Context: an optimization exercise on an open-source flow, tuned for small area. The choices shown serve that exercise and are no tape-out recipe. Where RTL was checked, it was by simulation tests only, not by an equivalence proof against the original. Power and IR drop assume default switching activity.

== main ==
==> module Fifo, before the edit <==
module Fifo #(
    parameter LEN = 10,
    parameter SIZE = 32
) (
    input logic clk_i,
    input logic rst_i,
    input logic valid_i,
    input logic ready_i,
    input logic[SIZE-1:0] data_i,
    output logic[SIZE-1:0] data_o,
    output logic valid_o,
    output logic is_full_o
);
localparam PTR_BIT = $clog2(LEN);
logic [PTR_BIT-1:0] w_ptr, r_ptr;
logic [SIZE-1:0] fifo [LEN-1:0];
logic [LEN-1:0] data_stored;
logic [LEN-1:0] w_dec, r_dec;
wire wr = valid_i;
wire rd = ~valid_i & ready_i;
assign is_full_o = &data_stored;
always_comb begin
    for (int i = 0; i < LEN; i++) begin
        w_dec[i] = (w_ptr == PTR_BIT'(i));
        r_dec[i] = (r_ptr == PTR_BIT'(i));
    end
end
always_ff @(posedge clk_i) begin
    if (rst_i == 1'b0) begin
        w_ptr <= '0;
        r_ptr <= '0;
        data_stored <= '0;
        valid_o <= 1'b0;
    end else begin
        valid_o <= rd;
        if (wr) begin
            w_ptr <= (w_ptr == PTR_BIT'(LEN-1)) ? '0 : w_ptr + 1'b1;
            data_stored <= data_stored | w_dec;
        end else if (rd) begin
            r_ptr <= (r_ptr == PTR_BIT'(LEN-1)) ? '0 : r_ptr + 1'b1;
            data_stored <= data_stored & ~r_dec;
        end
    end
end
always_ff @(posedge clk_i) begin
    for (int i = 0; i < LEN; i++)
        if (wr && w_dec[i]) fifo[i] <= data_i;
end
always_comb begin
    data_o = '0;
    for (int i = 0; i < LEN; i++)
        if (r_dec[(i + 1) % LEN]) data_o = data_o | fifo[i];
end
endmodule
==> flow/config.mk <==
export PLATFORM = sky130hd
export DESIGN_NAME = Fifo
export DESIGN_NICKNAME = Fifo
export VERILOG_FILES = /design/flow/design.v
export SDC_FILE = /design/flow/constraint.sdc
export NUM_CORES = 4
export LEC_CHECK = 0
export CAP_MARGIN = 20
export CORE_MARGIN = 2
export CORE_UTILIZATION = 40
export SLEW_MARGIN = 20
==> flow/constraint.sdc <==
create_clock -name core_clock -period 5.0 [get_ports {clk_i}]
set_input_delay 1.0000 -clock core_clock [delete_from_list [all_inputs] [get_ports {clk_i}]]
set_output_delay 1.0000 -clock core_clock [all_outputs]
set_load 0.01 [all_outputs]
run.sh (not shown) runs the stock make flow with config.mk's settings and CLKGATE_MAP_FILE= SYNTH_SCRIPT=/design/flow/synth_recipe.tcl, a recipe that flattens the netlist after the stock synthesis.
diff inputs: main => the feature branch
==> flow/design.v, changed modules only <==
module Fifo #(
    parameter LEN = 10,
    parameter SIZE = 32
) (
    input logic clk_i,
    input logic rst_i,
    input logic valid_i,
    input logic ready_i,
    input logic[SIZE-1:0] data_i,
    output logic[SIZE-1:0] data_o,
    output logic valid_o,
    output logic is_full_o
);
localparam PTR_BIT = 32;
logic [PTR_BIT-1:0] w_ptr, r_ptr;
logic [SIZE-1:0] fifo [LEN-1:0];
logic [LEN-1:0] data_stored;
assign is_full_o = & (data_stored);
always_ff @( posedge clk_i ) begin
    if (rst_i == 1'b0) begin
        w_ptr <= '0;
        r_ptr <= '0;
        data_stored <= '0;
        data_o <= '0;
        valid_o <= 1'b0;
    end else begin
        valid_o <= 1'b0;
        if (valid_i == 1'b1) begin  
            w_ptr <= (w_ptr < LEN-1) ? w_ptr + 'd1 : '0;
            fifo[w_ptr] <= data_i;
            data_stored[w_ptr] <= 1'b1;
        end else if (ready_i == 1'b1) begin  
            r_ptr <= (r_ptr < LEN-1) ? r_ptr + 'd1 : '0;
            data_o <= fifo[r_ptr];
            data_stored[r_ptr] <= 1'b0;
            valid_o <= 1'b1;
        end else begin
            r_ptr <= r_ptr;
            w_ptr <= w_ptr;
        end
    end
end
endmodule
Results
Taking main as the reference, in the feature branch number of cells in the finished layout apart from fillers increased by 837 relative to the old numbers, portion of total power attributed to combinational logic grew by 1.6 points, clock-cell share of area was more or less identical.
Diff main -> the feature branch: via count increased 4491; post-layout worst setup margin increased 0.41 ns; synthesized-area fraction occupied by and/or/nand/nor cells increased 10 points.
main ended up with data_o[6] as its capturing instance or port of the critical path; the feature branch ended up with data_stored[1].
Going from main to the feature branch, synthesized-area fraction occupied by xor and xnor cells went up by 2.2 points; final total power went up by 32%.
No run of this note included a check of the RTL's function; only the layout flow was run.

---

Another version of the RTL of Fifo (not shown whole).
Size: roughly 560 cells after synthesis, ~70 I/O pins, about 0.012 mm² of cells after synthesis.
==> module Fifo, before the edit <==
module Fifo #(
    parameter LEN = 10,
    parameter SIZE = 32
) (
    input logic clk_i,
    input logic rst_i,
    input logic valid_i,
    input logic ready_i,
    input logic[SIZE-1:0] data_i,
    output logic[SIZE-1:0] data_o,
    output logic valid_o,
    output logic is_full_o
);
localparam JW = LEN / 2;
logic [JW-1:0] cnt;
logic [SIZE-1:0] fifo [LEN-1:0];
logic [LEN-1:0] occ;
logic [LEN-1:0] cnt_dec;
wire wr = valid_i;
wire rd = ~valid_i & ready_i;
assign is_full_o = &occ;
always_comb begin
    for (int k = 0; k < LEN; k++) begin
        if (k == 0)
            cnt_dec[k] = ~cnt[JW-1] & ~cnt[0];
        else if (k < JW)
            cnt_dec[k] = cnt[k-1] & ~cnt[k];
        else if (k == JW)
            cnt_dec[k] = cnt[JW-1] & cnt[0];
        else
            cnt_dec[k] = ~cnt[k-JW-1] & cnt[k-JW];
    end
end
always_ff @(posedge clk_i) begin
    if (rst_i == 1'b0) begin
        cnt <= '0;
        valid_o <= 1'b0;
    end else begin
        valid_o <= rd;
        if (wr)
            cnt <= {cnt[JW-2:0], ~cnt[JW-1]};
        else if (rd)
            cnt <= {~cnt[0], cnt[JW-1:1]};
    end
end
always_ff @(posedge clk_i) begin
    for (int p = 0; p < LEN; p++)
        occ[p] <= rst_i && (wr ? (p == 0 ? 1'b1 : occ[(p + LEN - 1) % LEN])
                               : (occ[p] && !(ready_i && cnt_dec[(p + 1) % LEN])));
end
always_ff @(posedge clk_i) begin
    if (wr) begin
        fifo[0] <= data_i;
        for (int p = 1; p < LEN; p++)
            fifo[p] <= fifo[p-1];
    end
end
for (genvar b = 0; b < SIZE; b++) begin : g_rd
    logic [LEN-1:0] col;
    for (genvar i = 0; i < LEN; i++) begin : g_col
        assign col[i] = fifo[i][b];
    end
    FifoReadBit #(.LEN(LEN)) u_rd (.sel_i(cnt_dec), .d_i(col), .q_o(data_o[b]));
end
endmodule
==> flow/config.mk <==
export PLATFORM = sky130hd
export DESIGN_NAME = Fifo
export DESIGN_NICKNAME = Fifo
export VERILOG_FILES = /design/flow/design.v
export SDC_FILE = /design/flow/constraint.sdc
export NUM_CORES = 4
export LEC_CHECK = 0
export CAP_MARGIN = 0
export CORE_MARGIN = 2
export CORE_UTILIZATION = 70
export SLEW_MARGIN = 0
export SYNTH_HIERARCHICAL = 1
==> flow/constraint.sdc <==
create_clock -name core_clock -period 5.0 [get_ports {clk_i}]
set_input_delay 1.0000 -clock core_clock [delete_from_list [all_inputs] [get_ports {clk_i}]]
set_output_delay 1.0000 -clock core_clock [all_outputs]
set_load 0.01 [all_outputs]
standard.sh (not shown) runs the stock make flow with config.mk's settings and CLKGATE_MAP_FILE= SYNTH_SCRIPT=/design/flow/synth_recipe.tcl, a recipe that flattens the netlist after the stock synthesis.
==> flow/flow/run.sh <==
#!/bin/bash
# Standard ORFS layout (the standard.sh), with two knobs changed:
#  - port buffers use the smallest buffer cell (buf_1) instead of the default pick;
#  - clock tree synthesis without dummy loads, with its own buffer list and sink clusters.
set -euo pipefail
cd "$(dirname "$0")/.."
bash standard.sh \
  "BUFFER_PORTS_ARGS=-buffer_cell sky130_fd_sc_hd__buf_1" \
  "CTS_ARGS=-sink_clustering_enable -repair_clock_nets -dont_use_dummy_load -buf_list sky130_fd_sc_hd__clkbuf_8 -sink_clustering_size 20 -sink_clustering_max_diameter 60" \
  finish > standard_flow.log 2>&1
Change:
--- a/flow/design.v
+++ b/flow/design.v
@@ -34,22 +34,21 @@
     end
 end
 always_ff @(posedge clk_i) begin
-    if (rst_i == 1'b0) begin
-        cnt <= '0;
-        valid_o <= 1'b0;
-    end else begin
-        valid_o <= rd;
-        if (wr)
-            cnt <= {cnt[JW-2:0], ~cnt[JW-1]};
-        else if (rd)
-            cnt <= {~cnt[0], cnt[JW-1:1]};
-    end
+    valid_o <= rst_i && rd;
+    if (!rst_i || valid_i || ready_i)
+        cnt <= !rst_i ? '0 : wr ? {cnt[JW-2:0], ~cnt[JW-1]} : {~cnt[0], cnt[JW-1:1]};
 end
-always_ff @(posedge clk_i) begin
-    for (int p = 0; p < LEN; p++)
-        occ[p] <= rst_i && (wr ? (p == 0 ? 1'b1 : occ[(p + LEN - 1) % LEN])
-                               : (occ[p] && !(ready_i && cnt_dec[(p + 1) % LEN])));
+wire wr_go = rst_i & valid_i;      
+wire hold_go = rst_i & ~valid_i;   
+logic [LEN-1:0] occ_d;
+for (genvar p = 0; p < LEN; p++) begin : g_occ
+    FifoFlagNext #(.FIRST(p == 0)) u_next (
+        .occ_i(occ[p]), .prev_i(occ[(p + LEN - 1) % LEN]),
+        .ready_i(ready_i), .dec_i(cnt_dec[(p + 1) % LEN]),
+        .wr_i(wr_go), .hold_i(hold_go), .occ_o(occ_d[p])
+    );
 end
+always_ff @(posedge clk_i) occ <= occ_d;
 always_ff @(posedge clk_i) begin
     if (wr) begin
         fifo[0] <= data_i;
@@ -86,3 +85,16 @@
 );
 assign n_o = ~|(s_i & d_i);
 endmodule
+module FifoFlagNext #(
+    parameter bit FIRST = 0
+) (
+    input logic occ_i,
+    input logic prev_i,
+    input logic ready_i,
+    input logic dec_i,
+    input logic wr_i,
+    input logic hold_i,
+    output logic occ_o
+);
+assign occ_o = ((FIRST | prev_i) & wr_i) | (occ_i & hold_i & ~(ready_i & dec_i));
+endmodule
Fmax barely changes.
Register-to-register slack loses 0.33 ns.
Die area falls slightly.
Worst setup slack barely changes.
Final area fell slightly.
Power grows by a few percent.
Wire length rose slightly.
Hold slack gets worse by 0.028 ns.
Non-clock buffer count goes down by 1.
Core utilization stays flat.
Count of clock-buffer cells in the layout increases by 1.
For the first run of this note, only the layout was checked, not whether the RTL still works.

## re-timing with driven ports
In the flow no input, the clock included, has a driving cell. The finished layouts below were timed again as built, in two steps.
Step 1, drivers: a clkbuf_16 drives clk_i and a buf_2 each remaining input, both assumed.
Step 2 moves the port delays by t, midway between the first and last clock arrival at a register: inputs arrive t later, outputs are due t later. That takes back most of the time a late clock gives input paths.
Slacks: no drivers / after step 1 / after step 2; pairs: no drivers / after step 1.
run | t, ns | setup WS [ns] | hold WS [ns] | worst setup path at the end | cell pins on the clock port's net
main | 0.546 | 0.733 / 0.684 / 1.231 | 0.521 / 0.521 / 0.521 | register to output | 1
the feature branch | 0.632 | 1.148 / 1.148 / 1.148 | 0.451 / 0.451 / 0.451 | register to register | 1
the first run of note 2 | 0.574 | 1.264 / 1.228 / 1.801 | 0.456 / 0.456 / 0.456 | register to output | 1
the second run of note 2 | 0.565 | 1.266 / 1.228 / 1.792 | 0.428 / 0.428 / 0.428 | register to output | 1
After both steps setup and hold are still met in every run listed.
